Context: an optimization exercise on an open-source flow, tuned for small area, a short achievable clock period and few clock cycles. The choices shown serve that exercise and are no tape-out recipe. Function not checked in this run: the RTL went through the layout flow alone.

==> flow/design.v <==
module ECE564MyDesign
	    (
            input  wire               xxx__dut__run            ,
            output reg                dut__xxx__busy           ,
            input  wire               clk                      ,
            input  wire               reset_b                  ,
            output reg  [11:0]        dut__sram__write_address  ,
            output reg  [15:0]        dut__sram__write_data     ,
            output reg                dut__sram__write_enable   ,
            output wire [11:0]        dut__sram__read_address   ,
            input  wire [15:0]        sram__dut__read_data      ,
            output wire [11:0]        dut__gmem__read_address   ,
            input  wire [15:0]        gmem__dut__read_data      ,
            output wire [11:0]        dut__tanhmem__read_address     ,
            input  wire [15:0]        tanhmem__dut__read_data
            );
function [23:0] booth4;
	input [15:0] x;
	input [8:0]  y;
	integer k;
	reg [2:0]  d;
	reg        ng;
	reg [16:0] mag, pk;
	reg [23:0] s;
	begin
		s = 24'd0 - 24'h550000;
		for (k = 0; k < 4; k = k + 1) begin
			d  = y[2*k +: 3];
			ng = d[2] & ~(d[1] & d[0]);
			case (d)
				3'b001, 3'b010, 3'b101, 3'b110: mag = {x[15], x};
				3'b011, 3'b100:                 mag = {x, 1'b0};
				default:                        mag = 17'd0;
			endcase
			pk = mag ^ {17{ng}};
			s  = s + ({7'd0, ~pk[16], pk[15:0]} << (2*k)) + ({23'd0, ng} << (2*k));
		end
		booth4 = s;
	end
endfunction
function [26:0] bsel;
	input [23:0] f;
	input [2:0]  d;
	begin
		case (d)
			3'b001, 3'b010: bsel = {3'b000, f};
			3'b011:         bsel = {2'b00, f, 1'b0};
			3'b100:         bsel = 27'd0 - {2'b00, f, 1'b0};
			3'b101, 3'b110: bsel = 27'd0 - {3'b000, f};
			default:        bsel = 27'd0;
		endcase
	end
endfunction
reg  [11:0] n;
wire [4:0]  p = n[4:0];
always @(posedge clk)
	if (!reset_b)
		n <= 12'd0;
	else if (xxx__dut__run | dut__xxx__busy)
		n <= n + 12'd1;
assign dut__sram__read_address = {3'b000, n[10:8], n[0], n[4:1], 1'b0};
assign dut__gmem__read_address = {3'b000, n[7:5],  n[0], n[4:1], 1'b0};
reg first0, first1, ld_q12, ld_q3;
reg ph_cap, ph_up, ph_tl, ph_ld, ph_step, ph_wr;
always @(posedge clk) begin
	first0  <= (p == 5'd2) | (p == 5'd3);    
	first1  <= (p == 5'd3) | (p == 5'd4);    
	ld_q12  <= (p == 5'd3);
	ld_q3   <= (p == 5'd4);
	ph_cap  <= (p[2:0] == 3'd2);
	ph_up   <= (p[2:0] == 3'd3);
	ph_tl   <= (p[2:0] == 3'd5);
	ph_ld   <= (p[2:0] == 3'd6);
	ph_step <= (p[2:0] == 3'd7) | (p[2:0] <= 3'd3);
	ph_wr   <= (p[2:0] == 3'd4);
end
reg [15:0] a0, b0, a1, b1, g0h, tr;
always @(posedge clk) begin
	if (n[0]) begin
		a0  <= sram__dut__read_data;
		g0h <= gmem__dut__read_data;
		b1  <= g0h;
	end else begin
		a1  <= sram__dut__read_data;
		b1  <= gmem__dut__read_data;
	end
	b0 <= gmem__dut__read_data;
	tr <= tanhmem__dut__read_data;
end
reg  [23:0] h00, h01, h10, h11;
reg  [35:0] r0a, r0b, r1a, r1b;
always @(posedge clk) begin
	h00 <= booth4(a0, {b0[7:0], 1'b0});
	h01 <= booth4(a0, b0[15:7]);
	h10 <= booth4(a1, {b1[7:0], 1'b0});
	h11 <= booth4(a1, b1[15:7]);
	r0a <= r0b;
	r0b <= (first0 ? 36'd0 : r0a) + {{4{h01[23]}}, h01, 8'd0} + {{12{h00[23]}}, h00};
	r1a <= r1b;
	r1b <= (first1 ? 36'd0 : r1a) + {{4{h11[23]}}, h11, 8'd0} + {{12{h10[23]}}, h10};
end
reg [35:0] q1, q2, q3;
always @(posedge clk) begin
	if (ld_q12) begin
		q1 <= r0a;           
		q2 <= r1a;           
	end
	if (ld_q3)
		q3 <= r1a;           
end
reg [35:0] S;
always @(*) begin
	case (p[4:3])
		2'd0:    S = r0a;    
		2'd1:    S = q1;
		2'd2:    S = q2;
		default: S = q3;
	endcase
end
wire [35:0] A   = S[35] ? (36'd0 - S) : S;
wire        sat = |A[35:32];
reg         neg, sat_r;
reg  [23:0] F;
reg  [8:0]  taddr;
reg  [15:0] tL;
assign dut__tanhmem__read_address = {2'b00, taddr, 1'b0};
always @(posedge clk) begin
	if (ph_cap) begin
		neg   <= S[35];
		sat_r <= sat;
		F     <= A[23:0];
		taddr <= sat ? 9'd255 : {1'b0, A[31:24]};
	end
	if (ph_up && !sat_r)
		taddr <= taddr + 9'd1;
	if (ph_tl)
		tL <= tr;
end
reg  [20:0] Dsh;
reg  [24:0] H;
reg  [23:0] Fb;
reg         negb, sticky;
wire [26:0] bm0 = bsel(Fb, Dsh[2:0]);
wire [26:0] bm1 = bsel(Fb, Dsh[4:2]);
wire [28:0] T   = {{4{H[24]}}, H} + {{2{bm0[26]}}, bm0} + {bm1, 2'b00};
always @(posedge clk) begin
	if (ph_ld) begin
		Dsh    <= {4'b0000, tr, 1'b0} - {4'b0000, tL, 1'b0};
		H      <= 25'd0;
		Fb     <= F;
		negb   <= neg;
		sticky <= 1'b0;
	end else if (ph_step) begin
		Dsh    <= {{4{Dsh[20]}}, Dsh[20:4]};
		H      <= T[28:4];
		sticky <= sticky | (|T[3:0]);
	end
end
wire [15:0] Wh = tL + H[19:4];
wire        st = sticky | (|H[3:0]);
wire [15:0] R  = negb ? ~(Wh + {16{~st}}) : Wh;
wire [1:0] wr_r = p[4:3] - 2'd1;
wire [5:0] wr_B = n[10:5] - 6'd1 - {5'd0, (p[4:3] == 2'd0)};
wire [3:0] wr_i = {wr_B[5:3], wr_r[1]};
wire [3:0] wr_j = {wr_B[2:0], wr_r[1] ^ wr_r[0]};
always @(posedge clk) begin
	if (!reset_b) begin
		dut__xxx__busy          <= 1'b0;
		dut__sram__write_enable <= 1'b0;
	end else begin
		if (xxx__dut__run)
			dut__xxx__busy <= 1'b1;
		else if (n == 12'd2086)
			dut__xxx__busy <= 1'b0;
		dut__sram__write_enable <= dut__xxx__busy && p[2:0] == 3'd5 && n >= 12'd45 && n <= 12'd2085;
	end
	if (ph_wr) begin
		dut__sram__write_data    <= R;
		dut__sram__write_address <= {3'b001, wr_i, wr_j, 1'b0};
	end
end
endmodule
==> flow/run.sh <==
#!/bin/bash
# synth_recipe.tcl (not shown) runs the flow's synth.tcl, then flattens the netlist and writes it again
# the make line also repeats each setting of config.mk as NAME=value (left out here)
make -C /OpenROAD-flow-scripts/flow DESIGN_CONFIG=/design/flow/config.mk WORK_HOME=/design/flow/orfs CLKGATE_MAP_FILE= SYNTH_SCRIPT=/design/flow/synth_recipe.tcl finish
==> flow/config.mk <==
export PLATFORM = sky130hd
export DESIGN_NAME = ECE564MyDesign
export DESIGN_NICKNAME = ECE564MyDesign
export VERILOG_FILES = /design/flow/design.v
export SDC_FILE = /design/flow/constraint.sdc
export NUM_CORES = 4
export LEC_CHECK = 0
export ABC_CLOCK_PERIOD_IN_PS = 3500
export CAP_MARGIN = 20
export CORE_MARGIN = 2
export CORE_UTILIZATION = 40
export SETUP_SLACK_MARGIN = 5
export SLEW_MARGIN = 20
==> flow/constraint.sdc <==
create_clock -name core_clock -period 11.0 [get_ports {clk}]
set_input_delay 2.2000 -clock core_clock [delete_from_list [all_inputs] [get_ports {clk}]]
set_output_delay 2.2000 -clock core_clock [all_outputs]
set_load 0.01 [all_outputs]
==> summary.txt <==
kinds of logic after synthesis:
| logic type | Yosys count |
|---|---|
| AOI/OAI and AO/OA | 1102 |
| xor gates and xnor gates | 543 |
| adders and majority gates | 606 |
| buffers and inverters | 528 |
| DFF | 613 |
| muxes | 86 |
| other | 2 |
| and+or+nand+nor | 877 |
cell type report:
class                      count  area (um2)  share of cell area [%]
clock inverter                34       255.2                  0.5279
multi-input combinational   3229       26830                   55.49
timing repair inverter         1       5.005                 0.01035
clock buffer                  97        2007                   4.151
inverter                     259       975.9                   2.018
tap                         1414        1769                   3.659
timing repair buffer         161        1474                   3.048
sequential                   613       15040                   31.10
sequential cells by signal (all words and copies together) (netlist names), 19 cells and up:
register / cells
r0a: 36
q2: 36
Fb: 24
q3: 36
h00: 24
h11: 24
r1b: 36
F: 24
q1: 36
r1a: 36
h10: 24
H: 25
r0b: 36
h01: 24
Dsh: 19
how the worst max path moves through the flow:
stage | endpoint | slack (ns) | from | depth (start not counted)
2_1_floorplan | h10[23]$_DFF_P_ | 5.22 | b1[1]$_DFF_P_ | 22
3_3_place_gp | H[22]$_SDFFE_PP0P_ | 3.99 | Dsh[2]$_DFFE_PP_ | 23
3_5_place_dp | H[22]$_SDFFE_PP0P_ | 3.94 | Dsh[0]$_SDFFCE_PP0P_ | 22
4_1_cts | H[22]$_SDFFE_PP0P_ | 4.98 | Fb[2]$_DFFE_PP_ | 25
5_1_grt | H[22]$_SDFFE_PP0P_ | 4.90 | Fb[0]$_DFFE_PP_ | 25
6_report | H[22]$_SDFFE_PP0P_ | 5.25 | Fb[0]$_DFFE_PP_ | 25
through the flow:
step	setup WS (ns)	area [um2]
floorplan	5.219	43770
global placement	3.990	45650
detailed placement	3.942	45650
CTS	4.976	48020
global route	4.905	48350
finish	5.245	48350
layout by cell type (no fill, tap or decap), types with 46 or more instances in the layout:
master,instances
nor2_1,216
fa_1,177
edfxtp_1,275
a21oi_1,256
xnor2_1,376
mux2i_1,46
dfxtp_1,332
a21o_1,68
a22oi_1,252
nand2_1,220
clkbuf_16,73
ha_1,420
o21ai_0,153
nand2b_1,53
clkdlybuf4s50_1,101
inv_1,251
buf_4,59
nand3_1,58
nor2b_1,109
xor2_1,164
layer usage:
layer / part of all wire (%) / GRT usage (%)
met5: 0 / 0
met4: 3.3 / 6.641
met3: 4.5 / 2.313
met2: 47 / 31.75
met1: 45 / 25.34
worst max-delay path: stages (launching register included):
cell	delay (ns)
edfxtp_1	0.47
inv_2	0.14
ha_4	0.20
nor4b_4	0.27
nand2_2	0.19
nor3_4	0.18
nand2b_1	0.16
xnor2_1	0.08
a221oi_1	0.26
a31oi_1	0.09
ha_1	0.26
or3_1	0.35
a311oi_2	0.28
nor2_1	0.12
a211o_1	0.30
a21o_1	0.18
a21oi_1	0.16
xnor2_1	0.09
ha_1	0.23
or3_4	0.38
a2111oi_4	0.37
a21oi_1	0.15
a211o_1	0.29
a41oi_2	0.25
nand4_1	0.12
o221ai_1	0.10
repair_timing:
item                                    CTS  global route
gates resized for setup                  16            48
buffers inserted                          6            15
endpoints found under the setup margin   21            23
endpoints found under the hold margin     0             0
gates cloned                              1             0
pin swaps                                 0             5
==> impl_metrics.csv <==
group,metric,value,unit
yosys,yosys-top-cells-count,"ha_1, xnor2_1, dfxtp_1",
flow_run,cap_violations,0,
worst_setup_path,critical_path.endpoint_type,"flip-flop",
outcome,status,"no timing/DRC/antenna violations",
sta,finalCriticalPeriod,5.755,ns
drt,wl_per_cell,18.49,um
place,portBuffers,101,
grt,grt_pass1_vias,30930,
yosys,synth-edff-count,275,
sta,slew_headroom,33.57,%
floorplanning,die_area,112000,um2
sta,hold_viol,0,
sta,timing.fmax,0.1738,GHz
drt,routed_wl,107.4,mm
worst_setup_path,critPathKind,"flip-flop to flip-flop",
clock_tree,clk_latency,0.65,ns
clock_tree,cts.sinks,613,
worst_setup_path,crit_path_max_fanout,8,
clock_tree,cts_buffer_depth,3,
drt,vias_per_cell,5.483,
yosys,netlist_instances,4357,
grt,antenna_found_initial,0,
floorplanning,pin_count,117,
clock_tree,cts_tree,"built",
yosys,synth_fa_ha_area_share,20.38,%
cells_and_area,num-fill-cells,10380,
clock_tree,numCtsBuffers,71,
yosys,syn_area_per_cell,10.03,um2
yosys,yosysWarnings,1,
worst_setup_path,cp-start-kind,"flip-flop",
min_path,min_to,"r0a[34]$_DFF_P_",
worst_setup_path,r2r_cells,25,
drt,firstDrtPassIters,7,
worst_setup_path,timing.rr.end,"H[22]$_SDFFE_PP0P_",
sta,grt_setup_unrepaired,"true",
floorplanning,initial_core_util,40.22,%
grt,grt_max_degree,73,
yosys,synth-main-ff-cell,"dfxtp_1",
min_path,hp-class,"flip-flop to flip-flop",
drt,num_vias,31850,
yosys,yosys.area_share.simple,9.977,%
grt,grt_overflow,0,
yosys,synth.area.mux_share,2.084,%
grt,grt_usage,18.99,%
grt,grt_pass1_wl,170.8,mm
place,post-dp-hpwl,79.94,mm
floorplanning,rows,121,
drt,postRouteAntennaNets,0,
clock_tree,cts_hold_buf,0,
sta,drv_slew,0,
sta,setup_violations,0,
floorplanning,core-area,108700,um2
cells_and_area,drive_above_1_share,7.374,%
worst_setup_path,arrival,6.31,ns
cells_and_area,n_antenna_cell,0,
cells_and_area,final_nets,4993,
yosys,async_reset_ff_share,0,%
drt,drt_iter0_drc,2458,
clock_tree,cts_root_buffer,"clkbuf_16",
cells_and_area,postLayoutCoreUtil,44.48,%
yosys,synth.area.top_cells,"edfxtp_1, dfxtp_1, ha_1",
cells_and_area,final_cell_count_no_fill,5808,
clock_tree,htreeDepth,3,
worst_setup_path,required,11.55,ns
yosys,yosysMostFrequentCell,"ha_1",
yosys,synth_top_family_by_area,"adder cells",
yosys,synth_cell_types,97,
yosys,mappedNetlistArea,43720,um2
yosys,synth-seq-area-share,34.37,%
place,dp.cells,5655,
min_path,hold_depth,0,
sta,fin_hold_ws,0.3055,ns
worst_setup_path,reg2reg_slack,5.25,ns
yosys,synth-seq-cells,613,
yosys,synth-compound-area-share,17.32,%
clock_tree,path_clk_slew,0.06,ns
worst_setup_path,rr_startpoint,"Fb[0]$_DFFE_PP_",
cells_and_area,area_growth,10.60,%
drt,drc_errors,0,
floorplanning,dieHeight,334.6,um
sta,timing.final.crit_share,52.32,%
sta,worst_clock_skew,0.03229,ns
yosys,synth_xor_area_share,10.88,%
yosys,synth_top_area_share,18.89,%
yosys,synth_top_area_cell,"edfxtp_1",
sta,tightest_slew,0.9951,ns
min_path,hp-start,"r0b[34]$_DFF_P_",
place,globalplace.congestion,0.8606,
sta,timing.setup.tns,0,ns
floorplanning,dieWidth,334.6,um

static timing again, ports no longer ideal:
The flow's constraints put no driver on any port. The routed layout listed below was extracted and timed again, unchanged, in two steps. Step 1: set_driving_cell puts a clkbuf_16 on clk and a buf_2 on each other input, an assumption about the parent block. Step 2 moves the port delays by t, midway between the first and last clock arrival at a register: inputs arrive t later, outputs are due t later. That takes back most of the time a late clock gives input paths. a / b / c = ideal ports / drivers / drivers and shift; a / b = the first two.
shift t [ns]: 0.699
setup WS [ns]: 5.245 / 5.245 / 5.245
hold WS [ns]: 0.306 / 0.306 / 0.306
slew at the worst register clock pin (ns): 0.07 / 0.07
worst slew at a driven data input, ns: 0.06
After both steps setup and hold are still met in this run. The setup slack of this run moves by 0.000 ns with the drivers and by 0.000 ns with both steps.
